What follows belongs to an exercise in optimizing a design on an open flow for small area, a short achievable clock period and few clock cycles; a production flow would make more cautious choices. At most, simulation tests tie the RTL to the original design; equivalence was not proved. Power is estimated from default activity; no workload was simulated.

==> flow/design.v (excerpt) <==
module day12_top #(
    parameter MAX_REGION_W = 64,
    parameter MAX_REGION_H = 64
) (
    input  wire clk,
    input  wire rst_n,
    input  wire in_valid,
    input  wire [31:0] in_data,
    output wire in_ready,
    output wire out_valid,
    output wire [31:0] out_data,
    input  wire out_ready
);
==> flow/config.mk <==
export PLATFORM = sky130hd
export DESIGN_NAME = day12_top
export DESIGN_NICKNAME = day12_top
export VERILOG_FILES = /design/flow/design.v
export SDC_FILE = /design/flow/constraint.sdc
export NUM_CORES = 4
export LEC_CHECK = 0
export CAP_MARGIN = 20
export CORE_MARGIN = 2
export CORE_UTILIZATION = 60
export CTS_CLUSTER_DIAMETER = 80
export CTS_CLUSTER_SIZE = 24
export SLEW_MARGIN = 20
export SYNTH_HIERARCHICAL = 1
==> flow/constraint.sdc <==
create_clock -name core_clock -period 14.5 [get_ports {clk}]
set_input_delay 2.9000 -clock core_clock [delete_from_list [all_inputs] [get_ports {clk}]]
set_output_delay 2.9000 -clock core_clock [all_outputs]
set_load 0.01 [all_outputs]
standard.sh (not shown) runs the stock make flow with config.mk's settings and CLKGATE_MAP_FILE= SYNTH_SCRIPT=/design/flow/synth_recipe.tcl, a recipe that flattens the netlist after the stock synthesis.
==> flow/flow/run.sh <==
#!/bin/bash
# The standard layout (the standard.sh: standard synthesis, floorplan,
# placement, CTS, routing), with one change: the buffers that global
# placement puts on every input and output port are buf_2 cells instead of
# the cell buffer_ports picks by default.
set -euo pipefail
export BUFFER_PORTS_ARGS="-buffer_cell sky130_fd_sc_hd__buf_2"
bash standard.sh > standard.log 2>&1
Testbench counts at the start, summed over its fixed seeds: cycles 41,785.
Change:
- CORE_UTILIZATION: 60 -> 70
Outcome:
- worst hold slack is about the same
- worst setup slack loses 0.040 ns
- total power decreases by 5.0%
- non-clock buffer count decreases by 1

---

day12_top, a different RTL version from the one above (not shown whole).
Size in the first run: about 1,800 cells after synthesis, roughly 0.019 mm^2 of cells after synthesis.
Design day12_top, start of the top module:
module day12_top #(
    parameter MAX_REGION_W = 64,
    parameter MAX_REGION_H = 64
) (
    input  wire clk,
    input  wire rst_n,
    input  wire in_valid,
    input  wire [31:0] in_data,
    output wire in_ready,
    output wire out_valid,
    output wire [31:0] out_data,
    input  wire out_ready
);
accelerator #(
    .MAX_REGION_W(MAX_REGION_W),
    .MAX_REGION_H(MAX_REGION_H)
) accel (
    .clk(clk),
    .rst_n(rst_n),
    .in_valid(in_valid),
    .in_data(in_data),
    .in_ready(in_ready),
    .out_valid(out_valid),
    .out_data(out_data),
    .out_ready(out_ready)
);
endmodule
clock: 14.5 ns
lec_check: 0
cap_margin: 20
core_margin: 2
core_utilization: 60
cts_buf_list: sky130_fd_sc_hd__clkbuf_8
slew_margin: 20
synth_hierarchical: 1
run.sh (not shown) runs the stock make flow with config.mk's settings and CLKGATE_MAP_FILE= SYNTH_SCRIPT=/design/flow/synth_recipe.tcl, a recipe that flattens the netlist after the stock synthesis.
Stock flow here: none of the scripts above is used.
The first run produced a clean layout.
Edit:
--- a/flow/config.mk
+++ b/flow/config.mk
@@ -10,3 +10,2 @@
 export CORE_UTILIZATION = 60
-export CTS_BUF_LIST = sky130_fd_sc_hd__clkbuf_8
 export SLEW_MARGIN = 20
The changed run completed with no timing, DRC or antenna violations.
Critical path depth rose by 5.
Global-route usage went down by 0.18 points.
Die area does not change.
Via count drops by 0.34%.
Power rose by 2.2%.
Routed wire length goes down by 0.37%.
Area after synthesis is unchanged.
Final area stays flat.
Function was not checked in any run of this note: the RTL went through the layout flow alone.

---

day12_top, a different RTL version from the one above (not shown whole).
For scale: about 2,300 cells after synthesis, roughly 300 flip-flops, about 70 I/O pins, about 0.019 mm² of cells after synthesis.
export LEC_CHECK = 0
export ABC_AREA = 1
export CAP_MARGIN = 20
export CORE_MARGIN = 2
export CORE_UTILIZATION = 60
export CTS_CLUSTER_DIAMETER = 80
export CTS_CLUSTER_SIZE = 24
export SLEW_MARGIN = 20
export SYNTH_HIERARCHICAL = 1
create_clock -name core_clock -period 14.5 [get_ports {clk}]
standard.sh (not shown) runs the stock make flow with config.mk's settings and CLKGATE_MAP_FILE= SYNTH_SCRIPT=/design/flow/synth_recipe.tcl, a recipe that flattens the netlist after the stock synthesis.
Scripts as last shown in full above: flow/flow/run.sh
Testbench counts at the start, summed over its fixed seeds: cycles 41,785.
Next try:
- ABC_AREA: 1 -> default
What happened: Wire length goes down by 4.9%; via count came out lower by 16%; hold slack gets better by 30 ps.

---

Another version of the RTL of day12_top (not shown whole).
For scale: roughly 1700 cells after synthesis, ~300 flip-flops, ~70 I/O pins, roughly 19000 µm² of cells after synthesis.
Settings: LEC_CHECK=0, CAP_MARGIN=20, CORE_MARGIN=2, CORE_UTILIZATION=60, CTS_BUF_LIST=sky130_fd_sc_hd__clkbuf_8, CTS_CLUSTER_DIAMETER=60, CTS_CLUSTER_SIZE=20, SLEW_MARGIN=20, SYNTH_HIERARCHICAL=1; clock period 14.5 ns.
Scripts as last shown in full above: flow/flow/run.sh
The first run went through all stages and came out clean.
Testbench counts at the start, summed over its fixed seeds: cycles 41,785.
Change:
CTS_BUF_LIST = unset   (was sky130_fd_sc_hd__clkbuf_8)
CTS_CLUSTER_DIAMETER = 80   (was 60)
CTS_CLUSTER_SIZE = 24   (was 20)
The changed run completed without violations.
Flip-flop and latch count is unchanged.
Worst hold slack stays flat.
Setup slack improves by 0.030 ns.
Global-route usage barely changes.

---

Setup of exp/umber:
day12_top, a different RTL version from the one above (not shown whole).
Size: about 290 flip-flops.
export LEC_CHECK = 0
export CAP_MARGIN = 20
export CORE_MARGIN = 2
export CORE_UTILIZATION = 60
export CTS_CLUSTER_DIAMETER = 80
export CTS_CLUSTER_SIZE = 24
export SLEW_MARGIN = 20
export SYNTH_HIERARCHICAL = 1
create_clock -name core_clock -period 14.5 [get_ports {clk}]
Scripts as last shown in full above: flow/flow/run.sh
exp/umber went all the way through synthesis, placement and routing and the layout is clean on timing, DRC and antenna.
Relative to exp/umber, the following input files were edited for exp/tundra:
- CTS_CLUSTER_DIAMETER no longer set, was 80
- CTS_CLUSTER_SIZE no longer set, was 24
[summary]
exp/tundra vs exp/umber on synthesis-to-layout area growth: exp/tundra is the higher one.
Logic depth of the worst register-to-register path in exp/tundra vs exp/umber: down 3
exp/tundra vs exp/umber: net switching power up by a little under 10%
No functional check of the RTL was part of any run of this note.

==> what the ideal ports hide <==
In the flow no input, the clock included, has a driving cell. The finished layouts below were timed again as built, in two steps.
Step 1: set_driving_cell puts a clkbuf_16 on clk and a buf_2 on each other input, an assumption about the parent block.
Step 2 times the ports against the registers' clock, not the clock port: input delays grow and output delays shrink by t, the midpoint of the rising clock arrivals with the driver on.
Three values: ideal, step 1, step 2; two values: the first two.
run	t (ns)	slack for setup (ns)	worst hold slack (ns)	clock arrival spread, ns	pins driven straight from the clock port
the first run of note 1	0.575	10.344 / 10.344 / 9.995	0.437 / 0.437 / 0.437	0.021 / 0.021	1
the second run of note 1	0.565	10.304 / 10.304 / 9.986	0.440 / 0.440 / 0.440	0.012 / 0.012	1
the first run of note 2	0.637	9.933 / 9.882 / 9.354	0.405 / 0.405 / 0.405	0.061 / 0.061	1
the second run of note 2	0.621	9.914 / 9.895 / 9.328	0.428 / 0.428 / 0.428	0.019 / 0.019	1
the first run of note 3	0.560	10.096 / 10.132 / 9.572	0.412 / 0.412 / 0.412	0.025 / 0.025	1
the second run of note 3	0.588	10.360 / 10.307 / 9.976	0.443 / 0.443 / 0.443	0.022 / 0.022	1
the first run of note 4	0.639	10.152 / 10.152 / 10.152	0.447 / 0.447 / 0.447	0.033 / 0.033	1
the second run of note 4	0.560	10.181 / 10.181 / 10.181	0.444 / 0.444 / 0.444	0.032 / 0.031	1
exp/umber	0.577	10.196 / 10.233 / 9.655	0.423 / 0.423 / 0.423	0.026 / 0.025	1
exp/tundra	0.564	10.150 / 10.186 / 9.623	0.431 / 0.431 / 0.431	0.025 / 0.025	1
After both steps every run listed still meets setup and hold. The setup slack of the second run of note 2, which loses most, moves by -0.019 ns with the drivers and by -0.586 ns with both steps.
